Context: an optimization exercise on an open-source flow, tuned for small area and a short achievable clock period. The choices shown serve that exercise and are no tape-out recipe.
The RTL was checked by simulation tests, not by an equivalence proof against the original design.
Power figures rest on the tool's default switching activity, not on a simulated workload.

Design risc_v_superscalar, start of the top module:
module risc_v_superscalar(
	input logic clk,
	input logic rst,
	output logic [27:0]  imem_line_addr,	 
	input  logic [127:0] imem_line,		 
	output logic [31:0]  cdb_data,
	output logic [5:0]   cdb_tag,
	output logic         cdb_valid,
	output logic         cdb_branch,
	output logic         cdb_branch_taken
);
localparam logic [6:0] OP_R    = 7'b0110011;
localparam logic [6:0] OP_I    = 7'b0010011;
localparam logic [6:0] OP_S    = 7'b0100011;
localparam logic [6:0] OP_B    = 7'b1100011;
localparam logic [6:0] OP_J    = 7'b1101111;
localparam logic [6:0] OP_U    = 7'b0010111;
localparam logic [6:0] OP_JALR = 7'b1100111;
localparam logic [6:0] OP_LW   = 7'b0000011;
localparam logic [6:0] OP_LUI  = 7'b0110111;
localparam logic [3:0] A_ADD  = 4'd0;
localparam logic [3:0] A_SUB  = 4'd1;
localparam logic [3:0] A_SLT  = 4'd2;
localparam logic [3:0] A_XOR  = 4'd3;
localparam logic [3:0] A_OR   = 4'd4;
localparam logic [3:0] A_AND  = 4'd5;
localparam logic [3:0] A_SLL  = 4'd6;    
localparam logic [3:0] A_SRL  = 4'd7;
localparam logic [3:0] A_SLLI = 4'd8;    
localparam logic [3:0] A_SRLI = 4'd9;
localparam logic [3:0] A_BEQ  = 4'd10;
  ...
Settings: LEC_CHECK=0, CAP_MARGIN=30, CORE_MARGIN=2, CORE_UTILIZATION=40, CTS_CLUSTER_DIAMETER=120, CTS_CLUSTER_SIZE=22, PLACE_DENSITY=0.6, SLEW_MARGIN=30; clock period 95.0 ns.
standard.sh (not shown) runs the stock make flow with config.mk's settings and CLKGATE_MAP_FILE= SYNTH_SCRIPT=/design/flow/synth_recipe.tcl, a recipe that flattens the netlist after the stock synthesis.
==> flow/flow/run.sh <==
#!/bin/bash
# Layout flow. Every step is the standard flow (standard.sh), with these changes:
#  1. Synthesis: the standard synthesis runs first (synth_standard.log). Then the design is
#     synthesized again in orfs_area/ with ORFS's synthesis, each module on its own
#     (SYNTH_HIERARCHICAL 1, flattened at the end by synth_recipe.tcl), and with one file changed
#     in a copy of ORFS's scripts: abc_speed.script is replaced by abc_map.script, an ABC script
#     that maps for area (no buffering or gate sizing towards ABC's delay target; the layout's
#     timing repair sizes the gates that need it). match_regs.py checks that both netlists have
#     the same registers (the same names up to Yosys's cell-type tag, each in the same cell type)
#     and gives them the standard synthesis's names; only then does this netlist replace the
#     standard one. Otherwise the standard netlist is kept.
#  2. Layout (standard.log): the port buffers are buf_4 cells (buffer_ports picks a clkdlybuf4s50
#     delay cell otherwise), and timing repair (after CTS and after global routing) works on every
#     path longer than 20 ns, and antenna repair after detailed routing may take up to 10 rounds
#     (ORFS's default is 5). The constraints stay the design's (95 ns clock, same I/O delays).
# Each tool's output goes to the logs named above and ORFS's own logs under orfs*/logs.
set -euo pipefail
W=$PWD
R=$W/orfs/results/$FLOW_PLATFORM/risc_v_superscalar/base
RA=$W/orfs_area/results/$FLOW_PLATFORM/risc_v_superscalar/base

bash standard.sh synth > synth_standard.log 2>&1
cp "$R/1_2_yosys.v" netlist_standard.v

rm -rf scripts_area
cp -r "$FLOW_HOME/scripts" scripts_area
cp flow/abc_map.script scripts_area/abc_speed.script
sed -e "s#WORK_HOME=[^ ]*#WORK_HOME=$W/orfs_area SCRIPTS_DIR=$W/scripts_area SYNTH_HIERARCHICAL=1#" standard.sh > synth_area.sh
if bash synth_area.sh synth > synth_area.log 2>&1 &&
   python3 flow/match_regs.py netlist_standard.v "$RA/1_2_yosys.v" netlist_area.v > match_regs.log 2>&1; then
  cp netlist_area.v "$R/1_2_yosys.v"
  rm -f "$R/1_synth.odb" "$R/1_synth.sdc"
  echo "area netlist used" >> match_regs.log
else
  echo "standard netlist kept" >> match_regs.log
fi

bash standard.sh "BUFFER_PORTS_ARGS=-buffer_cell sky130_fd_sc_hd__buf_4" SETUP_SLACK_MARGIN=75 MAX_REPAIR_ANTENNAS_ITER_DRT=10 finish > standard.log 2>&1
Other scripts of this flow, unchanged in this note and not shown: flow/flow/abc_map.script, flow/flow/match_regs.py
Then changed:
--- a/flow/flow/run.sh
+++ b/flow/flow/run.sh
@@ -11,3 +11,3 @@
 #     standard one. Otherwise the standard netlist is kept.
-#  2. Layout (standard.log): the port buffers are buf_4 cells (buffer_ports picks a clkdlybuf4s50
+#  2. Layout (standard_place.log up to placement, standard.log after it): the port buffers are buf_4 cells (buffer_ports picks a clkdlybuf4s50
 #     delay cell otherwise), and timing repair (after CTS and after global routing) works on every
@@ -15,2 +15,4 @@
 #     (ORFS's default is 5). The constraints stay the design's (95 ns clock, same I/O delays).
+#  3. After placement, place_outputs.tcl (place_outputs.log) moves each CDB port register, which
+#     drives only its port's buffer, next to that buffer and legalizes the placement again.
 # Each tool's output goes to the logs named above and ORFS's own logs under orfs*/logs.
@@ -37,2 +39,5 @@
 
-bash standard.sh "BUFFER_PORTS_ARGS=-buffer_cell sky130_fd_sc_hd__buf_4" SETUP_SLACK_MARGIN=75 MAX_REPAIR_ANTENNAS_ITER_DRT=10 finish > standard.log 2>&1
+ARGS=("BUFFER_PORTS_ARGS=-buffer_cell sky130_fd_sc_hd__buf_4" SETUP_SLACK_MARGIN=75 MAX_REPAIR_ANTENNAS_ITER_DRT=10)
+bash standard.sh "${ARGS[@]}" place > standard_place.log 2>&1
+PLACE_ODB="$R/3_place.odb" openroad -no_init -exit flow/place_outputs.tcl > place_outputs.log 2>&1
+bash standard.sh "${ARGS[@]}" finish > standard.log 2>&1
==> flow/flow/place_outputs.tcl (new file) <==
# Moves each register that drives only an output port's buffer (the CDB port registers cp_*)
# next to that buffer, then legalizes the placement. Reads and writes the ODB named by
# $::env(PLACE_ODB).
read_db $::env(PLACE_ODB)
set block [ord::get_db_block]
set n 0
foreach inst [$block getInsts] {
  if {![string match "cp_*" [$inst getName]]} continue
  set loads {}
  foreach it [$inst getITerms] {
    if {[[$it getMTerm] getName] ne "Q"} continue
    foreach it2 [[$it getNet] getITerms] {
      if {[$it2 isInputSignal]} { lappend loads [$it2 getInst] }
    }
  }
  if {[llength $loads] != 1 || ![string match "output*" [[lindex $loads 0] getName]]} continue
  set loc [[lindex $loads 0] getLocation]
  $inst setLocation [lindex $loc 0] [lindex $loc 1]
  incr n
}
puts "moved $n port registers"
detailed_placement
check_placement
write_db $::env(PLACE_ODB)
CORE_UTILIZATION = 50   (was 40)
PLACE_DENSITY = 0.66   (was 0.6)
What happened: Clock power is about the same. Final cell count goes down by 5.3%. Worst setup slack improves by 180 ps.
Then changed:
--- a/flow/flow/run.sh
+++ b/flow/flow/run.sh
@@ -11,8 +11,5 @@
 #     standard one. Otherwise the standard netlist is kept.
-#  2. Layout (standard_place.log up to placement, standard.log after it): the port buffers are buf_4 cells (buffer_ports picks a clkdlybuf4s50
+#  2. Layout (standard.log): the port buffers are buf_4 cells (buffer_ports picks a clkdlybuf4s50
 #     delay cell otherwise), and timing repair (after CTS and after global routing) works on every
-#     path longer than 20 ns, and antenna repair after detailed routing may take up to 10 rounds
-#     (ORFS's default is 5). The constraints stay the design's (95 ns clock, same I/O delays).
-#  3. After placement, place_outputs.tcl (place_outputs.log) moves each CDB port register, which
-#     drives only its port's buffer, next to that buffer and legalizes the placement again.
+#     path longer than 20 ns. The constraints stay the design's (95 ns clock, same I/O delays).
 # Each tool's output goes to the logs named above and ORFS's own logs under orfs*/logs.
@@ -39,5 +36,2 @@
 
-ARGS=("BUFFER_PORTS_ARGS=-buffer_cell sky130_fd_sc_hd__buf_4" SETUP_SLACK_MARGIN=75 MAX_REPAIR_ANTENNAS_ITER_DRT=10)
-bash standard.sh "${ARGS[@]}" place > standard_place.log 2>&1
-PLACE_ODB="$R/3_place.odb" openroad -no_init -exit flow/place_outputs.tcl > place_outputs.log 2>&1
-bash standard.sh "${ARGS[@]}" finish > standard.log 2>&1
+bash standard.sh "BUFFER_PORTS_ARGS=-buffer_cell sky130_fd_sc_hd__buf_4" SETUP_SLACK_MARGIN=75 finish > standard.log 2>&1
CORE_UTILIZATION = 40   (was 50)
CTS_CLUSTER_DIAMETER = 100   (was 120)
CTS_CLUSTER_SIZE = 20   (was 22)
PLACE_DENSITY = 0.6   (was 0.66)
removed: flow/flow/place_outputs.tcl
=> Die area grows by 25%; power went up by 5.9%; non-clock buffer count increases by 19; critical path depth does not change; synthesized area stays the same; setup slack is worse by 180 ps; routed wire length went up by 3.6%; sequential power is about the same; register-to-register slack improves by 530 ps.
Then changed:
--- a/flow/flow/run.sh
+++ b/flow/flow/run.sh
@@ -11,5 +11,8 @@
 #     standard one. Otherwise the standard netlist is kept.
-#  2. Layout (standard.log): the port buffers are buf_4 cells (buffer_ports picks a clkdlybuf4s50
+#  2. Layout (standard_place.log up to placement, standard.log after it): the port buffers are buf_4 cells (buffer_ports picks a clkdlybuf4s50
 #     delay cell otherwise), and timing repair (after CTS and after global routing) works on every
-#     path longer than 20 ns. The constraints stay the design's (95 ns clock, same I/O delays).
+#     path longer than 20 ns, and antenna repair after detailed routing may take up to 10 rounds
+#     (ORFS's default is 5). The constraints stay the design's (95 ns clock, same I/O delays).
+#  3. After placement, place_outputs.tcl (place_outputs.log) moves each CDB port register, which
+#     drives only its port's buffer, next to that buffer and legalizes the placement again.
 # Each tool's output goes to the logs named above and ORFS's own logs under orfs*/logs.
@@ -36,2 +39,5 @@
 
-bash standard.sh "BUFFER_PORTS_ARGS=-buffer_cell sky130_fd_sc_hd__buf_4" SETUP_SLACK_MARGIN=75 finish > standard.log 2>&1
+ARGS=("BUFFER_PORTS_ARGS=-buffer_cell sky130_fd_sc_hd__buf_4" SETUP_SLACK_MARGIN=75 MAX_REPAIR_ANTENNAS_ITER_DRT=10)
+bash standard.sh "${ARGS[@]}" place > standard_place.log 2>&1
+PLACE_ODB="$R/3_place.odb" openroad -no_init -exit flow/place_outputs.tcl > place_outputs.log 2>&1
+bash standard.sh "${ARGS[@]}" finish > standard.log 2>&1
==> flow/flow/place_outputs.tcl (new file) <==
# Moves each register that drives only an output port's buffer (the CDB port registers cp_*)
# next to that buffer, then legalizes the placement. Reads and writes the ODB named by
# $::env(PLACE_ODB).
read_db $::env(PLACE_ODB)
set block [ord::get_db_block]
set n 0
foreach inst [$block getInsts] {
  if {![string match "cp_*" [$inst getName]]} continue
  set loads {}
  foreach it [$inst getITerms] {
    if {[[$it getMTerm] getName] ne "Q"} continue
    foreach it2 [[$it getNet] getITerms] {
      if {[$it2 isInputSignal]} { lappend loads [$it2 getInst] }
    }
  }
  if {[llength $loads] != 1 || ![string match "output*" [[lindex $loads 0] getName]]} continue
  set loc [[lindex $loads 0] getLocation]
  $inst setLocation [lindex $loc 0] [lindex $loc 1]
  incr n
}
puts "moved $n port registers"
detailed_placement
check_placement
write_db $::env(PLACE_ODB)
CTS_CLUSTER_DIAMETER = 120   (was 100)
CTS_CLUSTER_SIZE = 22   (was 20)
The changed run finished with timing, DRC and antenna clean.
Wire length is about the same.
Setup slack is better by 160 ps.
Area after synthesis is unchanged.

==> port drivers added, routing unchanged <==
The results above use ideal ports. As a check the final layouts listed here were re-extracted and re-timed, cells and wires unchanged. Step 1 (the two cells are an assumption about what drives the block):
set clk [get_ports {clk}]
set_driving_cell -lib_cell sky130_fd_sc_hd__clkbuf_16 $clk
set_driving_cell -lib_cell sky130_fd_sc_hd__buf_2 [delete_from_list [all_inputs] $clk]
Step 2 also shifts input and output timing later by t, the mid clock arrival at the registers, as if the neighbouring blocks saw the same clock. a / b / c = no drivers / after step 1 / after step 2; a / b = the first two.
run | t (ns) | setup slack, ns | latest minus earliest clock arrival (ns)
the first run | 1.131 | 74.257 / 74.119 / 74.563 | 0.134 / 0.135
the second run | 1.134 | 74.434 / 74.309 / 74.660 | 0.147 / 0.148
the third run | 1.163 | 74.253 / 74.099 / 74.557 | 0.157 / 0.157
the fourth run | 1.164 | 74.416 / 74.272 / 74.488 | 0.101 / 0.102
After both steps setup and hold are still met in every run listed. Setup slack includes reset recovery checks.
